This design comes from an exercise in tuning for small area and a short achievable clock period on the open sky130 flow, not from production work.
The RTL was checked by simulation tests, not by an equivalence proof against the original design.
Power is estimated from default activity; no workload was simulated.

## flow/design.v (module list and top-level ports; edited modules follow where they fit)
// module kgp_risc: 103 lines
// module rf_read_fast: 12 lines
// module add32: 518 lines
// module add32c: 545 lines
// module g_xor2: 3 lines
// module g_xnor2: 3 lines
// module g_and2: 3 lines
// module g_nand2: 3 lines
// module g_nor2: 3 lines
// module g_inv: 3 lines
// module g_aoi21: 3 lines
// module g_oai21: 3 lines
// module inc30: 6 lines
// module lt32: 7 lines
// module alu_core: 37 lines
// module shifter: 33 lines
// module mxi: 6 lines
module kgp_risc(
	input [31:0] instr,
	input [31:0] doutd,
	input start,
	input clk,
	output reg [31:0] PC,
	output [31:0] DA,
	output [31:0] write_data,
	output [3:0] wea,
	output reg stop
	);
  // ...
==> flow/flow/run.sh <==
#!/bin/bash
# Own layout flow: the standard synthesis, then the standard layout
# with two changes: ports are buffered with plain buffer cells instead of the
# delay cells the resizer picks by default, and delay cells are not used.
set -euo pipefail
DU="sky130_fd_sc_hd__probe_p_8 sky130_fd_sc_hd__probec_p_8 sky130_fd_sc_hd__lpflow_bleeder_1 sky130_fd_sc_hd__lpflow_clkbufkapwr_1 sky130_fd_sc_hd__lpflow_clkbufkapwr_16 sky130_fd_sc_hd__lpflow_clkbufkapwr_2 sky130_fd_sc_hd__lpflow_clkbufkapwr_4 sky130_fd_sc_hd__lpflow_clkbufkapwr_8 sky130_fd_sc_hd__lpflow_clkinvkapwr_1 sky130_fd_sc_hd__lpflow_clkinvkapwr_16 sky130_fd_sc_hd__lpflow_clkinvkapwr_2 sky130_fd_sc_hd__lpflow_clkinvkapwr_4 sky130_fd_sc_hd__lpflow_clkinvkapwr_8 sky130_fd_sc_hd__lpflow_decapkapwr_12 sky130_fd_sc_hd__lpflow_decapkapwr_3 sky130_fd_sc_hd__lpflow_decapkapwr_4 sky130_fd_sc_hd__lpflow_decapkapwr_6 sky130_fd_sc_hd__lpflow_decapkapwr_8 sky130_fd_sc_hd__lpflow_inputiso0n_1 sky130_fd_sc_hd__lpflow_inputiso0p_1 sky130_fd_sc_hd__lpflow_inputiso1n_1 sky130_fd_sc_hd__lpflow_inputiso1p_1 sky130_fd_sc_hd__lpflow_inputisolatch_1 sky130_fd_sc_hd__lpflow_isobufsrc_1 sky130_fd_sc_hd__lpflow_isobufsrc_16 sky130_fd_sc_hd__lpflow_isobufsrc_2 sky130_fd_sc_hd__lpflow_isobufsrc_4 sky130_fd_sc_hd__lpflow_isobufsrc_8 sky130_fd_sc_hd__lpflow_isobufsrckapwr_16 sky130_fd_sc_hd__lpflow_lsbuf_lh_hl_isowell_tap_1 sky130_fd_sc_hd__lpflow_lsbuf_lh_hl_isowell_tap_2 sky130_fd_sc_hd__lpflow_lsbuf_lh_hl_isowell_tap_4 sky130_fd_sc_hd__lpflow_lsbuf_lh_isowell_4 sky130_fd_sc_hd__lpflow_lsbuf_lh_isowell_tap_1 sky130_fd_sc_hd__lpflow_lsbuf_lh_isowell_tap_2 sky130_fd_sc_hd__lpflow_lsbuf_lh_isowell_tap_4"
DU="$DU sky130_fd_sc_hd__clkdlybuf4s15_1 sky130_fd_sc_hd__clkdlybuf4s15_2 sky130_fd_sc_hd__clkdlybuf4s18_1 sky130_fd_sc_hd__clkdlybuf4s18_2 sky130_fd_sc_hd__clkdlybuf4s25_1 sky130_fd_sc_hd__clkdlybuf4s25_2 sky130_fd_sc_hd__clkdlybuf4s50_1 sky130_fd_sc_hd__clkdlybuf4s50_2"
DU="$DU sky130_fd_sc_hd__dlygate4sd1_1 sky130_fd_sc_hd__dlygate4sd2_1 sky130_fd_sc_hd__dlygate4sd3_1 sky130_fd_sc_hd__dlymetal6s2s_1 sky130_fd_sc_hd__dlymetal6s4s_1 sky130_fd_sc_hd__dlymetal6s6s_1"
bash standard.sh synth > synth.log 2>&1
bash standard.sh "DONT_USE_CELLS=$DU" "BUFFER_PORTS_ARGS=-buffer_cell sky130_fd_sc_hd__buf_2" finish > layout.log 2>&1
==> flow/standard.sh <==
#!/bin/bash
# synth_recipe.tcl (not shown) runs the flow's synth.tcl, then flattens the netlist and writes it again
# the make line also repeats each setting of config.mk as NAME=value (left out here)
make -C /OpenROAD-flow-scripts/flow DESIGN_CONFIG=/design/flow/config.mk WORK_HOME=/design/flow/orfs CLKGATE_MAP_FILE= SYNTH_SCRIPT=/design/flow/synth_recipe.tcl "${@:-finish}"
==> flow/config.mk <==
export PLATFORM = sky130hd
export DESIGN_NAME = kgp_risc
export DESIGN_NICKNAME = kgp_risc
export VERILOG_FILES = /design/flow/design.v
export SDC_FILE = /design/flow/constraint.sdc
export NUM_CORES = 4
export LEC_CHECK = 0
export CAP_MARGIN = 20
export CORE_MARGIN = 2
export CORE_UTILIZATION = 60
export CTS_CLUSTER_DIAMETER = 80
export CTS_CLUSTER_SIZE = 25
export PLACE_DENSITY = 0.72
export SETUP_SLACK_MARGIN = 5
export SLEW_MARGIN = 20
export SYNTH_HIERARCHICAL = 1
export TNS_END_PERCENT = 10
==> flow/constraint.sdc <==
create_clock -name core_clock -period 12.5 [get_ports {clk}]
set_input_delay 2.5000 -clock core_clock [delete_from_list [all_inputs] [get_ports {clk}]]
set_output_delay 2.5000 -clock core_clock [all_outputs]
set_load 0.01 [all_outputs]
==> impl_metrics.env, run 1 <==
export IMPL_synthCells=4748
export IMPL_swShare_pct=32.4
export IMPL_rsz0062_at_grt="yes"
export IMPL_largest_register="register"
export IMPL_seq_power_share_pct=51.0
export IMPL_comb_power_share_pct=24.5
export IMPL_fill_cells=6780
export IMPL_pg_comb_w=0.00201
export IMPL_seq_power_w=0.00419
export IMPL_whs_ns=0.548
export IMPL_cp_max_fo=8
export IMPL_synth_area_top_cells="edfxtp_1 53%, a22oi_1 13%, mux2i_1 6.7%, nand4_1 3.0%, ha_1 2.7%"
export IMPL_synthAdderAreaFrac_pct=2.74
export IMPL_final_layout_size_suffix_gt1_share_pct=21.5
export IMPL_cp_endpoint="DA[31]"
export IMPL_multi_input_cells=3280
export IMPL_status="complete, no violations"
export IMPL_hpwl_um=158000
export IMPL_synth_top_area_share_pct=53.4
export IMPL_setup_viol=0
export IMPL_p_leak_nw=23.2
export IMPL_synth_seq_area_share_pct=54.7
export IMPL_wl_met3_um=33900
export IMPL_wirelength_met1_um=79300
export IMPL_yosys_warnings=11
export IMPL_use_met1_pct=57.4
export IMPL_worstRegToRegCells=16
export IMPL_mostFrequentLayoutCell="edfxtp_1"
==> module kgp_risc, before the edit <==
module kgp_risc(
	input [31:0] instr,
	input [31:0] doutd,
	input start,
	input clk,
	output reg [31:0] PC,
	output [31:0] DA,
	output [31:0] write_data,
	output [3:0] wea,
	output reg stop
	);
	wire [5:0] op = instr[31:26];
	wire [4:0] rs = instr[25:21];
	wire [4:0] rt = instr[20:16];
	wire [3:0] func = instr[3:0];
	wire [31:0] imm = {{16{instr[15]}}, instr[15:0]};
	wire [31:0] label = {{6{instr[25]}}, instr[25:0]};
	wire is_r = (op == 6'b000000);
	wire is_addi = (op == 6'b000100);
	wire is_compi = (op == 6'b000101);
	wire is_lw = (op == 6'b000010);
	wire is_sw = (op == 6'b000011);
	wire is_call = (op == 6'b000110);
	wire is_ret = (op == 6'b000111);
	wire is_b = (op == 6'b010000);
	wire is_br = (op == 6'b010001);
	wire is_cond = (op[5:4] == 2'b01) && ((op[3:1] == 3'b001) || (op[3:1] == 3'b010) ||
			(op[3:1] == 3'b011) || (op[3:1] == 3'b100));
	reg [31:0] register [0:31];
	wire [1023:0] regs_flat;
	genvar g;
	generate for (g = 0; g < 32; g = g + 1) begin : flat
		assign regs_flat[32*g +: 32] = register[g];
	end endgenerate
	wire [31:0] A, B;
	rf_read_fast RA(.sel(32'b1 << rs), .regs(regs_flat), .out(A));
	rf_read_fast RB(.sel(32'b1 << rt), .regs(regs_flat), .out(B));
	assign write_data = A;
	add32 DADD(.a(B), .b(imm), .s(DA));
	wire [31:0] res;
	wire c_n, v_n, upd_cv, upd_zs;
	alu_core ALU(.is_r(is_r), .is_addi(is_addi), .is_compi(is_compi), .func(func),
		.shamt(instr[10:6]), .A(A), .B(B), .imm(imm), .res(res), .c_n(c_n), .v_n(v_n),
		.upd_cv(upd_cv), .upd_zs(upd_zs));
	reg carryflag, zflag, overflowflag, signflag;
	always @(posedge clk) begin
		if (!start) begin
			carryflag <= 1'b0;
			zflag <= 1'b0;
			overflowflag <= 1'b0;
			signflag <= 1'b0;
		end else begin
			if (upd_cv) begin
				carryflag <= c_n;
				overflowflag <= v_n;
			end
			if (upd_zs) begin
				zflag <= (res == 32'b0);
				signflag <= res[31];
			end
		end
	end
	wire [31:0] pc_4;
	inc30 PCINC(.a(PC), .s(pc_4));
	wire wr_rs = is_r || is_addi || is_compi || is_lw;
	wire [31:0] wdata = is_lw ? doutd : (is_call ? pc_4 : res);
	wire [31:0] wd = start ? wdata : 32'b0;
	integer k;
	always @(posedge clk) begin
		for (k = 0; k < 32; k = k + 1)
			if (!start || (wr_rs && rs == k) || (is_call && k == 31))
				register[k] <= wd;
	end
	wire lt12, lt23, lt34;
	lt32 C12(.a(register[1]), .b(register[2]), .lt(lt12));
	lt32 C23(.a(register[2]), .b(register[3]), .lt(lt23));
	lt32 C34(.a(register[3]), .b(register[4]), .lt(lt34));
	always @(posedge clk)
		stop <= lt12 && lt23 && lt34;
	reg flag_sel;
	always @(*) begin
		case (op[3:1])
			3'b001: flag_sel = zflag;
			3'b010: flag_sel = carryflag;
			3'b011: flag_sel = signflag;
			default: flag_sel = overflowflag;
		endcase
	end
	wire taken = is_cond && (flag_sel ^ op[0]);
	always @(posedge clk) begin
		if (!start)
			PC <= 32'b0;
		else if (is_b || is_call || taken)
			PC <= label;
		else if (is_br)
			PC <= A;
		else if (is_ret)
			PC <= register[31];
		else
			PC <= pc_4;
	end
	assign wea = {4{start && is_sw}};
endmodule
==> run 2, diff against run 1 <==
--- a/flow/design.v
+++ b/flow/design.v
@@ -36,6 +36,10 @@
 	wire [31:0] A, B;
-	rf_read_fast RA(.sel(32'b1 << rs), .regs(regs_flat), .out(A));
-	rf_read_fast RB(.sel(32'b1 << rt), .regs(regs_flat), .out(B));
+	rf_read RA(.sel(32'b1 << rs), .regs(regs_flat), .out(A));
+	wire [127:0] B_part;
+	wire [31:0] B_da;
+	rf_part RBP(.sel(32'b1 << rt), .regs(regs_flat), .part(B_part));
+	or4w RB(.part(B_part), .out(B));
+	or4w RBD(.part(B_part), .out(B_da));
 	assign write_data = A;
-	add32 DADD(.a(B), .b(imm), .s(DA));
+	add32 DADD(.a(B_da), .b(imm), .s(DA));
 	wire [31:0] res;
@@ -104,2 +108,38 @@
 endmodule
+module rf_read(
+	input [31:0] sel,
+	input [1023:0] regs,
+	output [31:0] out
+	);
+	genvar b, g;
+	generate for (b = 0; b < 32; b = b + 1) begin : bits
+		wire [10:0] y;
+		for (g = 0; g < 10; g = g + 1) begin : grp
+			aoi222 u(.a1(sel[3*g]), .a2(regs[32*(3*g) + b]),
+				.b1(sel[3*g+1]), .b2(regs[32*(3*g+1) + b]),
+				.c1(sel[3*g+2]), .c2(regs[32*(3*g+2) + b]), .y(y[g]));
+		end
+		aoi22 u10(.a1(sel[30]), .a2(regs[32*30 + b]), .b1(sel[31]), .b2(regs[32*31 + b]), .y(y[10]));
+		assign out[b] = ~&y;
+	end endgenerate
+endmodule
+module rf_part(
+	input [31:0] sel,
+	input [1023:0] regs,
+	output reg [127:0] part
+	);
+	integer j, q;
+	always @(*) begin
+		part = 128'b0;
+		for (q = 0; q < 4; q = q + 1)
+			for (j = 8*q; j < 8*q + 8; j = j + 1)
+				part[32*q +: 32] = part[32*q +: 32] | ({32{sel[j]}} & regs[32*j +: 32]);
+	end
+endmodule
+module or4w(
+	input [127:0] part,
+	output [31:0] out
+	);
+	assign out = part[31:0] | part[63:32] | part[95:64] | part[127:96];
+endmodule
 module rf_read_fast(
@@ -116,2 +156,14 @@
 endmodule
+module aoi222(
+	input a1, a2, b1, b2, c1, c2,
+	output y
+	);
+	assign y = ~((a1 & a2) | (b1 & b2) | (c1 & c2));
+endmodule
+module aoi22(
+	input a1, a2, b1, b2,
+	output y
+	);
+	assign y = ~((a1 & a2) | (b1 & b2));
+endmodule
 module add32(
==> run 2 against run 1 <==
Still clean. Register-to-register slack better by 0.08 ns. Sequential power about the same. Synthesized area is 0.78% lower. Clock power is 2% lower. Worst hold slack worse by 0.019 ns. Non-clock buffer count is 11 lower. Wire length down 5.3%. Sequential share of layout area decreased by 0.43 points. Combinational power fell by 2%. Via count down 1.8%. Power decreased by 1.2%. Largest power group unchanged.
==> impl_metrics.env, run 2 <==
export IMPL_status="complete, no violations"
export IMPL_ys_ff_latch=1061
export IMPL_synthCells=4509
export IMPL_row_count=113
export IMPL_drtPass1Iterations=14
export IMPL_synth_simple_gate_area_share_pct=9.77
export IMPL_yosys_warnings=11
export IMPL_fmax_ghz=0.119
export IMPL_p_per_area_nw_per_um2=122
export IMPL_mostFrequentLayoutCell="edfxtp_1"
export IMPL_synth_compound_area_share_pct=19.5
export IMPL_hpwl_um=160000
export IMPL_period_share_pct=67.5
export IMPL_cap_violations=0
export IMPL_synth_top_cells_by_count="1024 x edfxtp_1, 511 x a22oi_1, 387 x mux2i_1, 320 x a222oi_1, 213 x nand4_1"
export IMPL_synth_seq_area_share_pct=55.1
export IMPL_die_w_um=313
export IMPL_crit_type="in -> out"
export IMPL_cp_max_fo=7
export IMPL_final_layout_size_suffix_gt1_share_pct=25.0
export IMPL_fill_cells=6578
export IMPL_grt_pass1_vias=44400
export IMPL_ctsHtreeMaxLevel=2
export IMPL_initial_core_util_pct=60.3
export IMPL_synth_main_ff_cell="edfxtp_1"
export IMPL_max_slew_margin_pct=22.0
export IMPL_clock_tree_buffer_depth=3
export IMPL_rsz0062_at_grt="yes"
export IMPL_drt_total_wl_um=221000
export IMPL_cts_buffers_inserted=52
export IMPL_grt_usage_pct=43.4
export IMPL_final_cell_mix="1024 x edfxtp_1, 399 x a22oi_1, 374 x mux2i_1"
export IMPL_antenna_found_initial=4
export IMPL_grt_start_max_net_pins=85
export IMPL_tritoncts="built"
export IMPL_clk_latency_ns=0.69
export IMPL_crit_path_start_kind="input port"
export IMPL_largest_register_ffs=1024
export IMPL_finalNetCount=5108
export IMPL_placed_area_um2=60400
export IMPL_yosysMostFrequentCell="edfxtp_1"
export IMPL_largestRegisters="register (1024), PC (32)"
export IMPL_grt_overflow=0
export IMPL_synth_edf_count=1024
export IMPL_synthMuxAreaShare_pct=6.93
export IMPL_fin_area_um2=66800
export IMPL_coreArea_um2=94700
export IMPL_yosys_cell_types_count=66
export IMPL_worstPathArrival_ns=5.93
export IMPL_drtIter0Drc=9262
export IMPL_routabilityCongestion=1.09
export IMPL_port_buffer_count=166
export IMPL_final_hold_violation_count=0
export IMPL_hold_buffers=0
export IMPL_p_leak_nw=23.5
export IMPL_worstMarginPinSlew_ns=1.17
export IMPL_ant_nets=0
export IMPL_tns_ns=0
export IMPL_avgSynthCellArea_um2=12.7
export IMPL_period_minus_slack_ns=8.43
export IMPL_drv_slew=0
export IMPL_skew_ns=0.0494
export IMPL_clk_pin_slew_worst_paths_ns=0.09
export IMPL_synth_largest_area_cell="edfxtp_1"
export IMPL_vias_per_cell=7.66
export IMPL_cp_required_ns=10.00
export IMPL_synthAdderAreaFrac_pct=2.76
export IMPL_pin_count=167
export IMPL_synth_top_family_by_area="compound AO/OA/AOI/OAI gates"
export IMPL_wire_per_inst_um=35.6
export IMPL_ys_async_sr_fraction_pct=0
export IMPL_synthXorXnorAreaFrac_pct=2.87
export IMPL_peakVddDrop_mv=0.148
export IMPL_netlist_area_um2=57100
export IMPL_drc=0
export IMPL_vias=47600
export IMPL_synth_top_area_share_pct=53.8
export IMPL_largest_register="register"
export IMPL_cts_sinks=1061
export IMPL_crit_path_end_kind="primary output"
export IMPL_synth_nets=4701
export IMPL_die_h_um=313
export IMPL_synth_area_top_cells="edfxtp_1 54%, mux2i_1 6.8%, a22oi_1 6.7%, a222oi_1 5.6%, ha_1 2.8%"
export IMPL_root_buffer="clkbuf_16"
export IMPL_area_delta_synth_final_pct=16.8
export IMPL_setup_viol=0
export IMPL_dieArea_um2=97700
export IMPL_hp_class="reg -> reg"
export IMPL_grt_first_pass_wirelength_um=309000
## run 2: cell count changes in the layout (fill, tap and decap cells not counted), sizes merged, moves of 11 or more
cell	delta
buf	-11
nand3	+36
a22oi	-480
or3	+32
a222oi	+320
nand4	-63
## run 2: report_power, final
part | total [W] | switching, W | leakage (nW) | internal, W
sequential | 0.00419 | 0.000126 | 10.9 | 0.00407
clock | 0.00197 | 0.00116 | 0.742 | 0.000812
combinational | 0.00196 | 0.00130 | 11.9 | 0.000654
## run 2: cell families (layout without fill, tap and decap cells)
family,count (synthesis),in the layout
other,0,3
buffers and inverters,319,735
adder cells (fa/ha/maj),126,126
multiplexers,393,393
AND/OR/NAND/NOR,1048,1052
XOR/XNOR,187,187
flip-flops,1061,1061
AO/OA/AOI/OAI,1375,1383
## run 2: final cells by class
class	count	area, um^2	area share [%]
Sequential cell	1061	31500	47.2
Inverter	122	462	0.691
Multi-Input combinational cell	3141	27600	41.4
Clock buffer	61	1350	2.01
Antenna cell	3	7.51	0.0112
Timing Repair Buffer	538	4060	6.08
Tap cell	1265	1580	2.37
Clock inverter	14	203	0.304
## run 2: timing repair
item,in CTS,in global routing
buffers inserted,209,18
resized for setup,481,117
pin swaps,259,53
endpoints found under the setup margin,1091,1089
gates cloned,16,8
## run 2: worst paths after layout
check | start | cells after the start | slack (ns) | endpoint
setup reg to reg | register[4][5] | 13 | 6.37 | register[18][10]
hold reg to reg | overflowflag | 2 | 0.53 | overflowflag
setup / recovery | instr[19] | 21 | 4.07 | DA[30]
hold / removal | overflowflag | 2 | 0.53 | overflowflag
## run 2: worst max-delay path, stage by stage
cell,delay [ns]
buf_12,0.13
or2_4,0.28
buf_12,0.14
buf_6,0.12
buf_6,0.11
nor2_4,0.40
buf_12,0.20
buf_1,0.15
a22oi_1,0.10
nand4_1,0.10
buf_6,0.15
or4_4,0.24
xor2_2,0.22
buf_1,0.17
nand2_1,0.12
nor2_1,0.20
nand2_1,0.09
o21ai_1,0.15
a21oi_2,0.07
xnor2_2,0.13
buf_2,0.14
## run 2: modules after synthesis (local to each module, per instance), a selection
module / copies in the design / cells
alu_core: 1 / 265
shifter: 1 / 20
aoi22: 32 / 1
aoi222: 320 / 1
g_aoi21: 150 / 1
add32: 1 / 1
## run 2: metrics by stage
step | power, W | hold slack (ns) | cells | setup WS, ns | util, %
2_1_floorplan | 0.00527 | 0.451 | 4509 | 4.96 | -
6_report | 0.00813 | 0.529 | 6205 | 4.07 | 70.5
4_1_cts | 0.00797 | 0.530 | 6167 | 4.25 | 69.5
5_1_grt | 0.00830 | 0.565 | 6203 | 4.07 | 70.5
3_5_place_dp | 0.00592 | 0.509 | 5867 | 2.40 | 63.8
3_3_place_gp | 0.00590 | 0.502 | 5856 | 2.43 | 63.5
## run 2: routing by layer
layer	wire length (um)	track usage, %	up-vias
li1	-	-	19600
met5	17	0	-
met3	28900	9.66	716
met4	17100	26.7	2
met2	97100	64.5	3917
met1	77700	58.5	23300
==> run 3, diff against run 2 <==
--- a/flow/config.mk
+++ b/flow/config.mk
@@ -10,4 +10,4 @@
 export CORE_UTILIZATION = 60
-export CTS_CLUSTER_DIAMETER = 80
-export CTS_CLUSTER_SIZE = 25
+export CTS_CLUSTER_DIAMETER = 90
+export CTS_CLUSTER_SIZE = 28
 export PLACE_DENSITY = 0.72
==> run 3 against run 2 <==
Wire length decreased by 0.84%. Non-clock buffer count decreased by 16. Global-route usage decreased by 0.55 points. Utilization decreased by 0.66 points. Critical path type unchanged. Critical endpoint is now DA[29]. Highest routed layer is now met4.
==> impl_metrics.env, run 3 <==
export IMPL_status="complete, no violations"
export IMPL_wire_per_inst_um=35.4
export IMPL_grt_start_max_net_pins=85
export IMPL_p_per_area_nw_per_um2=120
export IMPL_antenna_found_initial=5
export IMPL_yosys_cell_types_count=66
export IMPL_drtIter0Drc=9091
export IMPL_root_buffer="clkbuf_16"
export IMPL_routabilityCongestion=1.09
export IMPL_die_h_um=313
export IMPL_clk_latency_ns=0.66
export IMPL_max_slew_margin_pct=19.9
export IMPL_placed_cells=5867
export IMPL_port_buffer_count=166
export IMPL_largest_register="register"
export IMPL_initial_core_util_pct=60.3
export IMPL_grt_overflow=0
export IMPL_drc=0
export IMPL_p_leak_nw=23.3
export IMPL_skew_ns=0.0451
export IMPL_wl_met2_um=96800
export IMPL_wl_met3_um=26900
export IMPL_hold_buffers=0
export IMPL_synth_main_ff_cell="edfxtp_1"
export IMPL_cap_violations=0
export IMPL_post_route_util_pct=69.8
export IMPL_coreArea_um2=94700
export IMPL_wirelength_met1_um=77800
export IMPL_pin_count=167
export IMPL_ys_ff_latch=1061
export IMPL_mostFrequentLayoutCell="edfxtp_1"
export IMPL_area_delta_synth_final_pct=15.7
export IMPL_synthCells=4509
export IMPL_largest_register_ffs=1024
export IMPL_tns_ns=0
export IMPL_drtPass1Iterations=13
export IMPL_clk_pin_slew_worst_paths_ns=0.11
export IMPL_avgSynthCellArea_um2=12.7
export IMPL_tritoncts="built"
export IMPL_crit_type="in -> out"
export IMPL_rsz0062_at_grt="yes"
export IMPL_clock_tree_buffer_depth=3
export IMPL_cts_sinks=1061
export IMPL_peakVddDrop_mv=0.146
export IMPL_final_cell_mix="1024 x edfxtp_1, 416 x a22oi_1, 374 x mux2i_1"
export IMPL_drv_slew=0
export IMPL_crit_path_start_kind="input port"
export IMPL_final_layout_size_suffix_gt1_share_pct=24.4
export IMPL_synth_area_top_cells="edfxtp_1 54%, mux2i_1 6.8%, a22oi_1 6.7%, a222oi_1 5.6%, ha_1 2.8%"
export IMPL_netlist_area_um2=57100
export IMPL_finalNetCount=5086
export IMPL_fmax_ghz=0.119
export IMPL_ant_nets=0
export IMPL_synth_edf_count=1024
export IMPL_fin_cells=6188
export IMPL_hpwl_um=160000
export IMPL_whs_ns=0.536
export IMPL_hp_class="reg -> reg"
export IMPL_dieArea_um2=97700
export IMPL_die_w_um=313
export IMPL_largestRegisters="register (1024), PC (32)"
export IMPL_final_hold_violation_count=0
export IMPL_setup_viol=0
export IMPL_ctsHtreeMaxLevel=2
export IMPL_crit_path_end_kind="primary output"
export IMPL_worstMarginPinSlew_ns=1.20
export IMPL_ys_async_sr_fraction_pct=0
export IMPL_vias_per_cell=7.66
export IMPL_cp_max_fo=18
export IMPL_worstPathArrival_ns=5.87
export IMPL_yosys_warnings=11
export IMPL_grt_first_pass_wirelength_um=305000
export IMPL_cp_required_ns=10.00
export IMPL_period_share_pct=66.9
export IMPL_yosysMostFrequentCell="edfxtp_1"
export IMPL_row_count=113
export IMPL_drt_total_wl_um=219000
export IMPL_grt_pass1_vias=44000
export IMPL_synth_top_cells_by_count="1024 x edfxtp_1, 511 x a22oi_1, 387 x mux2i_1, 320 x a222oi_1, 213 x nand4_1"
export IMPL_synth_seq_area_share_pct=55.1
export IMPL_synth_nets=4701
export IMPL_grt_usage_pct=42.8
export IMPL_synth_largest_area_cell="edfxtp_1"
export IMPL_vias=47400
export IMPL_synth_top_area_share_pct=53.8
export IMPL_cts_buffers_inserted=45
export IMPL_p_total_w=0.00795
export IMPL_highest_layer="met4"
export IMPL_period_minus_slack_ns=8.37
-- run 3: changes by cell type in the layout (fill, tap and decap cells not counted), moves of 4 or more --
cell	before	now
a22oi_1	399	416
a22oi_2	145	128
clkbuf_1	8	20
buf_6	73	64
buf_1	108	101
nand2_4	17	10
nand2_2	22	28
clkbuf_16	52	47
nor2_4	66	61
o211a_2	4	9
buf_16	14	10
o21ai_2	30	34
-- run 3: through the flow --
stage | instance area, um^2 | setup WS [ns]
CTS | 65000 | 4.29
floorplan | 58000 | 4.96
finish | 66100 | 4.13
global placement | 60200 | 2.43
detailed placement | 60400 | 2.40
global route | 66100 | 4.10
-- run 3: report_power, final --
group	switching [W]	total, W	internal (W)
clock	0.00111	0.00182	0.000715
sequential	0.000125	0.00419	0.00407
combinational	0.00129	0.00193	0.000643
-- run 3: repair_timing --
action / CTS / global route
setup buffers: 185 / 32
pin swaps: 226 / 86
gates resized for setup: 416 / 139
setup endpoints to repair: 1091 / 1088
cloned: 11 / 9
-- run 3: kinds of logic after synthesis --
| kind of cell | Yosys count | synth area share, % |
|---|---|---|
| buffers and inverters | 319 | 3.04 |
| xor gates and xnor gates | 187 | 2.87 |
| adders and majority gates | 126 | 2.76 |
| DFF | 1061 | 55.1 |
| AOI/OAI and AO/OA | 1375 | 19.5 |
| and+or+nand+nor | 1048 | 9.77 |
| muxes | 393 | 6.93 |
-- run 3: per-layer routing --
metal / vias to the layer above / track usage [%]
met5: - / 0
met4: 0 / 25.4
met3: 702 / 8.12
met2: 3822 / 64.8
li1: 19600 / -
met1: 23300 / 58.0
-- run 3: area by class of cell --
class	instances	area, um^2
antenna	2	5.00
clock inverter	7	85.1
multi-input combinational	3142	27500
inverter	122	462
clock buffer	67	1250
timing repair buffer	522	3770
sequential	1061	31500
fill	6680	28600
tap	1265	1580
-- run 3: path summary, 6_finish.rpt --
path	from	to	slack, ns	depth (start not counted)
setup / recovery	instr[16]	DA[29]	4.13	18
hold / removal	carryflag	carryflag	0.54	2
setup reg to reg	register[8][7]	register[2][10]	6.41	12
hold reg to reg	carryflag	carryflag	0.54	2
-- run 3: worst max-delay path: stages --
cell     delay [ns]
buf_12         0.11
or2_4          0.22
buf_1          0.14
buf_6          0.11
nor2_4         0.04
buf_6          0.18
a22oi_1        0.25
nand4_1        0.17
buf_6          0.17
or4_4          0.66
xor2_4         0.27
a21oi_4        0.22
o21ai_2        0.11
a21oi_2        0.17
o21ai_2        0.07
a21oi_2        0.15
xnor2_2        0.15
buf_2          0.16
-- run 3: modules after synthesis, one instance, submodules excluded, a selection --
module / area [um^2] / copies in the design / cells
g_nor2: 3.75 / 88 / 1
shifter: 203 / 1 / 20
or4w: 240 / 2 / 32
g_oai21: 5.00 / 109 / 1
g_xnor2: 8.76 / 41 / 1
add32: 7.51 / 1 / 1
g_inv: 3.75 / 21 / 1
kgp_risc: 34900 / 1 / 1613
rf_read: 761 / 1 / 128
g_nand2: 3.75 / 109 / 1
lt32: 777 / 3 / 108
g_and2: 6.26 / 63 / 1

==> static timing again, ports no longer ideal <==
Ports are ideal in the flow. The routed layouts listed here were re-timed in OpenROAD. Step 1 assumes that a clkbuf_16 drives the clock port and a buf_2 every other input. Step 2 adds t to the input delays and takes it off the output delays; t is the mean of the earliest and latest rising clock arrival at the registers after step 1. Input paths then give back, and output paths get back, about the clock's delay inside the block. Slacks: no drivers / after step 1 / after step 2; pairs: no drivers / after step 1.
run | shift t [ns] | setup slack, ns | worst setup path at the end | latest minus earliest clock arrival (ns) | slew at the worst register clock pin (ns)
run 1 | 0.772 | 3.891 / 3.749 / 3.377 | input to register | 0.051 / 0.051 | 0.11 / 0.11
run 2 | 0.742 | 4.069 / 4.019 / 3.504 | input to register | 0.051 / 0.050 | 0.11 / 0.11
run 3 | 0.708 | 4.131 / 4.067 / 3.548 | input to register | 0.048 / 0.047 | 0.12 / 0.12
After both steps every run listed still meets setup and hold. For run 3, which loses most, drivers alone change the setup slack by -0.064 ns; drivers and shift together by -0.583 ns.
